This design comes from an exercise in tuning for small area and a short achievable clock period on the open sky130 flow, not from production work.
Only simulation tests tie the RTL to the original design; equivalence was not proved.
The flow treats the clock pin as an ideal source. Dropping or thinning the clock tree relies on that and would not hold on a real chip.
Power and IR drop assume default switching activity.

==> flow/design.v <==
module garo_bias (
    input           clock,
    input           rst,
    input[7:0]      ctrl_in,
    output[7:0]     ctrl_out,
    input[31:0]     data_in,
    output[31:0]    data_out,
    input[15:0]     ro_out
);
    localparam S_IDLE       = 3'd1;
    localparam S_CALC       = 3'd2;
    localparam S_CALC_SWAP  = 3'd3;
    localparam S_SCAN       = 3'd4;
    localparam S_SCAN_SWAP  = 3'd5;
    localparam S_PRINT      = 3'd6;
    localparam S_PRINT_SWAP = 3'd7;
    reg       rst_q;
    reg[2:0]  cmd;           
    reg[2:0]  state;
    reg[2:0]  status;        
    reg       sync;
    reg       f0, f1;        
    reg[13:0] cfg;
    reg       clock_s;
    reg[31:0] div_cnt;
    reg[15:0] sampled;
    reg       enable;
    reg[31:0] cnt;           
    reg[31:0] cnt_b;         
    reg[31:0] result;
    reg       lock;
    reg       pend;          
    reg       done;          
    reg       muestra;       
    wire[3:0] sel_ro = cfg[3:0];
    wire[4:0] resol  = cfg[8:4];
    wire[4:0] fdiv   = cfg[13:9];
    assign ctrl_out = {5'b0, status};
    assign data_out = result;
    wire cmd_other = |ctrl_in[7:3];
    always @(posedge clock) begin
        rst_q  <= rst;
        cmd    <= cmd_other ? 3'd3 : ctrl_in[2:0];
        status <= (rst_q || state == S_CALC) ? 3'd1 : state;
        f0     <= (state == S_CALC) & lock;
        f1     <= f0;
        enable <= !rst_q & sync & !lock;
        if(rst_q) begin
            state <= S_IDLE;
            sync  <= 0;
            cfg   <= 0;
        end
        else case(state)
            S_IDLE: begin
                sync <= 0;
                if(cmd == 3'd2)      state <= S_CALC;
                else if(cmd == 3'd4) state <= S_SCAN;
                else if(cmd == 3'd6) state <= S_PRINT;
            end
            S_CALC: begin
                sync <= 1;
                if(f0 & f1) state <= S_CALC_SWAP;
            end
            S_CALC_SWAP:
                if(cmd == 3'd0) state <= S_IDLE;
            S_SCAN:
                if(cmd == 3'd5) begin
                    cfg   <= data_in[13:0];
                    state <= S_SCAN_SWAP;
                end
            S_SCAN_SWAP:
                if(cmd == 3'd0)      state <= S_IDLE;
                else if(cmd == 3'd4) state <= S_SCAN;
            S_PRINT:
                if(cmd == 3'd7) state <= S_PRINT_SWAP;
            S_PRINT_SWAP:
                if(cmd == 3'd0)      state <= S_IDLE;
                else if(cmd == 3'd6) state <= S_PRINT;
            default: ;
        endcase
    end
    reg[31:0] fdiv_mask;
    integer i;
    always @* for(i = 0; i < 32; i = i + 1) fdiv_mask[i] = (i >= fdiv);
    wire div_end = |(div_cnt & fdiv_mask);
    wire tick = !clock_s & div_end;
    wire[31:0] div_inc = div_cnt + 32'd1;
    always @(posedge clock) begin
        if(rst_q) begin
            clock_s <= 1;                
            div_cnt <= 32'd1;
        end
        else if(div_end) begin
            clock_s <= !clock_s;
            div_cnt <= 32'd1;
        end
        else
            div_cnt <= div_inc;
    end
    always @(posedge clock)
        if(tick) sampled <= ro_out;
    always @(posedge clock) begin
        muestra <= sampled[sel_ro];
        done    <= cnt[resol];
    end
    wire count    = tick & enable & !done;
    wire complete = tick & enable & done;
    wire clear    = tick & !enable;
    wire printing = state[2] & state[1];                   
    wire resolve  = pend & (state == S_PRINT || state == S_IDLE);
    wire[31:0] cnt_inc   = cnt + 32'd1;
    wire[31:0] cnt_b_inc = cnt_b + 32'd1;
    always @(posedge clock) begin
        if(clear)      cnt <= 0;
        else if(count) cnt <= cnt_inc;
        if(clear & !pend | resolve) cnt_b <= 0;
        else if(count & muestra)    cnt_b <= cnt_b_inc;
        if(clear | rst_q)  lock <= 0;
        else if(complete)  lock <= 1;
    end
    always @(posedge clock) begin
        if(rst_q) begin
            result <= 0;
            pend   <= 0;
        end
        else if(complete) begin
            if(printing) pend   <= 1;
            else         result <= cnt_b;
        end
        else if(resolve) begin
            result <= cnt_b;
            pend   <= 0;
        end
    end
endmodule
Settings: LEC_CHECK=0, CAP_MARGIN=20, CORE_MARGIN=2, CORE_UTILIZATION=40, PLACE_DENSITY=0.6, SLEW_MARGIN=20; clock period 10.0 ns.
run.sh (not shown) runs the stock make flow with config.mk's settings and CLKGATE_MAP_FILE= SYNTH_SCRIPT=/design/flow/synth_recipe.tcl, a recipe that flattens the netlist after the stock synthesis.
The baseline produced a clean layout.
Edit:
==> flow/flow/run.sh (new file) <==
#!/bin/bash
# Layout flow: the standard ORFS flow (standard.sh, unchanged synthesis,
# SDC, floorplan, power grid, CTS and routing) with two changes:
#  * ports are buffered with buf_2 cells;
#  * repair_timing aims for a setup slack of SETUP_SLACK_MARGIN ns against the
#    10 ns clock, i.e. it keeps improving paths down to a ~3 ns period.
# Each step's full output is in synth.log / layout.log here and in orfs/logs.
set -euo pipefail
export BUFFER_PORTS_ARGS="-buffer_cell sky130_fd_sc_hd__buf_2"
export SETUP_SLACK_MARGIN=7
bash standard.sh synth > synth.log 2>&1
bash standard.sh > layout.log 2>&1
==> flow/standard.sh (new file) <==
#!/bin/bash
# synth_recipe.tcl (not shown) runs the flow's synth.tcl, then flattens the netlist and writes it again
# the make line also repeats each setting of config.mk as NAME=value (left out here)
make -C /OpenROAD-flow-scripts/flow DESIGN_CONFIG=/design/flow/config.mk WORK_HOME=/design/flow/orfs CLKGATE_MAP_FILE= SYNTH_SCRIPT=/design/flow/synth_recipe.tcl "${@:-finish}"
removed: flow/run.sh
Outcome: First-iteration DRC count grows by 10%; cell count rose by 2.4%; combinational power increases by 4.5%; design area rises by 1.3%.
Edit:
==> flow/run.sh (new file) <==
#!/bin/bash
# synth_recipe.tcl (not shown) runs the flow's synth.tcl, then flattens the netlist and writes it again
# the make line also repeats each setting of config.mk as NAME=value (left out here)
make -C /OpenROAD-flow-scripts/flow DESIGN_CONFIG=/design/flow/config.mk WORK_HOME=/design/flow/orfs CLKGATE_MAP_FILE= SYNTH_SCRIPT=/design/flow/synth_recipe.tcl finish
--- a/flow/config.mk
+++ b/flow/config.mk
@@ -7,0 +8 @@
+export ABC_CLOCK_PERIOD_IN_PS = 2500
@@ -11,0 +13 @@
+export SETUP_SLACK_MARGIN = 5
removed: flow/flow/run.sh
removed: flow/standard.sh
The changed run completed without violations.
Power falls by 3.5%.
Wire length falls by about 9%.
Via count falls by about 5%.
Combinational power falls by 4.3%.
Core utilization falls by 0.65 points.
Non-clock buffer count falls by 30.
Count of clock-buffer cells in the layout rises by 8.
Hold slack stays flat.
Setup slack got worse by 1.1 ns.
Design area falls by about 1.3%.

* * *

== rev 12 ==
Another version of the RTL of garo_bias (not shown whole).
Size in the first run: ~780 cells after synthesis, about 98 I/O pins, roughly 7600 µm² of cells after synthesis.
// garo_bias
module garo_bias (
    input           clock,
    input           rst,
    input[7:0]      ctrl_in,
    output[7:0]     ctrl_out,
    input[31:0]     data_in,
    output[31:0]    data_out,
    input[15:0]     ro_out
);
    localparam S_IDLE       = 3'd1;
    localparam S_CALC       = 3'd2;
    localparam S_CALC_SWAP  = 3'd3;
    localparam S_SCAN       = 3'd4;
    localparam S_SCAN_SWAP  = 3'd5;
    localparam S_PRINT      = 3'd6;
    localparam S_PRINT_SWAP = 3'd7;
    reg       rst_q;
    reg[2:0]  cmd_lo;        
    reg       cmd_hi;        
    reg[2:0]  state;
    reg[2:0]  status;        
    reg       sync;
    reg       f0, f1;        
    reg[13:0] cfg;
    reg       clock_s;
    reg[31:0] div_cnt;
    reg[15:0] sampled;
    reg       enable;
    reg[31:0] cnt;           
    reg[31:0] cnt_b;         
    reg       cnt_c;         
    reg       cnt_b_c;       
    reg[31:0] result;
    reg       lock;
    reg       pend;          
    reg       muestra;       
    reg       load_d;        
    wire[3:0] sel_ro = cfg[3:0];
    wire[4:0] resol  = cfg[8:4];
    wire[4:0] fdiv   = cfg[13:9];
    assign ctrl_out = {5'b0, status};
  ...
clock: 10.0 ns
lec_check: 0
cap_margin: 20
core_margin: 2
core_utilization: 40
place_density: 0.6
slew_margin: 20
standard.sh (not shown) runs the stock make flow with config.mk's settings and CLKGATE_MAP_FILE= SYNTH_SCRIPT=/design/flow/synth_recipe.tcl, a recipe that flattens the netlist after the stock synthesis.
==> flow/flow/run.sh <==
#!/bin/bash
# Layout flow: the standard ORFS flow (standard.sh: the standard synthesis
# unchanged, the same SDC, floorplan, power grid, placement and routing) with
# these changes:
#  * ports are buffered with buf_2 cells;
#  * repair_timing aims for a setup slack of 7.25 ns against the 10 ns clock
#    (SETUP_SLACK_MARGIN), so it keeps improving paths down to a ~2.75 ns period;
#  * the clock tree is built by flow/cts_tree.tcl instead of TritonCTS: the
#    clock port drives 4 clkbuf_16, each of those 4 clkbuf_8, each of those one
#    sixteenth of the flip-flops, grouped by place. Every flip-flop is two
#    buffers from the clock port.
# Each step's full output is in synth.log / layout.log here and in orfs/logs.
set -euo pipefail
here=$(cd "$(dirname "$0")" && pwd)
export BUFFER_PORTS_ARGS="-buffer_cell sky130_fd_sc_hd__buf_2"
export SETUP_SLACK_MARGIN=7.25
export PRE_CTS_TCL="$here/cts_tree.tcl"
export CTS_NROOT=4
export CTS_NLEAF=16
export CTS_ROOT_BUF=sky130_fd_sc_hd__clkbuf_16
export CTS_LEAF_BUF=sky130_fd_sc_hd__clkbuf_8
bash standard.sh synth > synth.log 2>&1
bash standard.sh > layout.log 2>&1
==> flow/flow/cts_tree.tcl <==
# Sourced before ORFS's CTS step (PRE_CTS_TCL). It replaces TritonCTS with a
# two-level clock tree built by recursive bisection of the flip-flops' places
# (at the median y, then x, then y ...): the clock port drives CTS_NROOT root
# buffers (CTS_ROOT_BUF), each drives CTS_NLEAF/CTS_NROOT leaf buffers
# (CTS_LEAF_BUF), and each leaf drives the clock pins of one group of
# flip-flops. With CTS_NLEAF equal to CTS_NROOT the roots drive the flip-flops. Each buffer sits at the centre of the flip-flops below it, and
# every flip-flop is two buffers from the clock port.
rename clock_tree_synthesis triton_clock_tree_synthesis

proc cts_split {sinks axis} {
  set sorted [lsort -real -index $axis $sinks]
  set h [expr {[llength $sorted] / 2}]
  return [list [lrange $sorted 0 [expr {$h - 1}]] [lrange $sorted $h end]]
}

proc cts_centre {sinks} {
  set sx 0.0; set sy 0.0
  foreach s $sinks { set sx [expr {$sx + [lindex $s 1]}]; set sy [expr {$sy + [lindex $s 2]}] }
  set n [llength $sinks]
  return [list [expr {int($sx / $n)}] [expr {int($sy / $n)}]]
}

proc cts_buffer {name cell in_net out_name sinks} {
  set block [ord::get_db_block]
  set master [[ord::get_db] findMaster $cell]
  set inst [odb::dbInst_create $block $master $name]
  set net [odb::dbNet_create $block $out_name]
  $net setSigType CLOCK
  [$inst findITerm A] connect $in_net
  [$inst findITerm X] connect $net
  lassign [cts_centre $sinks] x y
  $inst setLocation [expr {$x - [$master getWidth] / 2}] [expr {$y - [$master getHeight] / 2}]
  $inst setPlacementStatus PLACED
  puts "cts_tree: $name ($cell) below [llength $sinks] flip-flops at ([expr {$x / 1000.0}], [expr {$y / 1000.0}])"
  return $net
}

proc clock_tree_synthesis {args} {
  set block [ord::get_db_block]
  set clk [$block findNet clock]
  set sinks {}
  foreach it [$clk getITerms] {
    set bb [[$it getInst] getBBox]
    lappend sinks [list $it [expr {([$bb xMin] + [$bb xMax]) / 2.0}] \
      [expr {([$bb yMin] + [$bb yMax]) / 2.0}]]
  }
  puts "cts_tree: [llength $sinks] clock sinks"
  set groups [list $sinks]
  set axis 2
  while {[llength $groups] < $::env(CTS_NLEAF)} {
    set next {}
    foreach g $groups { lappend next {*}[cts_split $g $axis] }
    set groups $next
    set axis [expr {3 - $axis}]
  }
  if {$::env(CTS_NLEAF) == $::env(CTS_NROOT)} {
    # one level: the root buffers drive the flip-flops
    set r 0
    foreach g $groups {
      set rnet [cts_buffer clkbuf_root_$r $::env(CTS_ROOT_BUF) $clk clknet_root_$r $g]
      foreach s $g {
        set it [lindex $s 0]
        $it disconnect
        $it connect $rnet
      }
      incr r
    }
    $clk setSigType CLOCK
    global_connect
    set_propagated_clock [all_clocks]
    return
  }
  set per [expr {$::env(CTS_NLEAF) / $::env(CTS_NROOT)}]
  for {set r 0} {$r < $::env(CTS_NROOT)} {incr r} {
    set leaves [lrange $groups [expr {$r * $per}] [expr {$r * $per + $per - 1}]]
    set below [concat {*}$leaves]
    set rnet [cts_buffer clkbuf_root_$r $::env(CTS_ROOT_BUF) $clk clknet_root_$r $below]
    set l 0
    foreach g $leaves {
      set lnet [cts_buffer clkbuf_leaf_${r}_$l $::env(CTS_LEAF_BUF) $rnet clknet_leaf_${r}_$l $g]
      foreach s $g {
        set it [lindex $s 0]
        $it disconnect
        $it connect $lnet
      }
      incr l
    }
  }
  $clk setSigType CLOCK
  global_connect
  set_propagated_clock [all_clocks]
}
### rev 12 -> rev 13
==> flow/flow/run.sh <==
#!/bin/bash
# Layout flow: the standard ORFS flow (standard.sh: the standard synthesis
# unchanged, the same SDC, floorplan, power grid, placement and routing) with
# these changes:
#  * ports are buffered with buf_2 cells;
#  * repair_timing aims for a setup slack of 7.2 ns against the 10 ns clock
#    (SETUP_SLACK_MARGIN), so it keeps improving paths down to a ~2.8 ns period;
#  * the clock tree is built by flow/cts_tree.tcl instead of TritonCTS: the
#    clock port drives 4 clkbuf_8, each of those 2 clkbuf_16, each of those one
#    eighth of the flip-flops, grouped by place. Every flip-flop is two
#    buffers from the clock port.
# Each step's full output is in synth.log / layout.log here and in orfs/logs.
set -euo pipefail
here=$(cd "$(dirname "$0")" && pwd)
export BUFFER_PORTS_ARGS="-buffer_cell sky130_fd_sc_hd__buf_2"
export SETUP_SLACK_MARGIN=7.2
export PRE_CTS_TCL="$here/cts_tree.tcl"
export CTS_NROOT=4
export CTS_NLEAF=8
export CTS_ROOT_BUF=sky130_fd_sc_hd__clkbuf_8
export CTS_LEAF_BUF=sky130_fd_sc_hd__clkbuf_16
bash standard.sh synth > synth.log 2>&1
bash standard.sh > layout.log 2>&1
- Compared with rev 12, in rev 13 number of max-capacitance violations reported flat, total via count in the routed design lower.
- Summary of rev 13 over rev 12: final core utilization shows a reduction of 1.9 points; worst hold slack across all endpoints held steady; critical path arrival now sits higher; power of the sequential group has remained practically unchanged.
- Both conditions hold for rev 12: the flow ran to the end and the final layout passed the timing, design-rule and antenna checks.
- Rev 13 ran to completion and came out clean on the timing, design-rule and antenna checks.
- Peak supply drop, rev 13 and rev 12: smaller value in rev 13
- Relative to rev 12, rev 13 improves internal power.
- Comparing rev 12 against rev 13, there is no change at all in total overflow reported by the global router.
No run of this note takes its clock network from TritonCTS; it comes from the design's own scripts or RTL.

re-timing with driven ports:
The flow's constraints put no driver on any port. The routed layouts listed below were extracted and timed again, unchanged, in two steps. Step 1 (the two cells are an assumption about what drives the block):
set clk [get_ports {clock}]
set_driving_cell -lib_cell sky130_fd_sc_hd__clkbuf_16 $clk
set_driving_cell -lib_cell sky130_fd_sc_hd__buf_2 [delete_from_list [all_inputs] $clk]
Step 2 times the ports against the registers' clock, not the clock port: input delays grow and output delays shrink by t, the midpoint of the rising clock arrivals with the driver on. a / b / c = ideal ports / drivers / drivers and shift; a / b = the first two.
run	t (ns)	setup slack, ns	worst setup path after step 2
the first run of note 1	0.457	5.942 / 5.942 / 5.942	register to register
the second run of note 1	0.473	7.015 / 7.004 / 6.912	input to register
the third run of note 1	0.457	5.942 / 5.942 / 5.942	register to register
rev 12	0.367	7.247 / 7.156 / 7.380	register to register
rev 13	0.361	7.223 / 7.151 / 7.357	register to register
After both steps setup and hold are still met in every run listed. The setup slack of the second run of note 1, which loses most, moves by -0.011 ns with the drivers and by -0.103 ns with both steps.
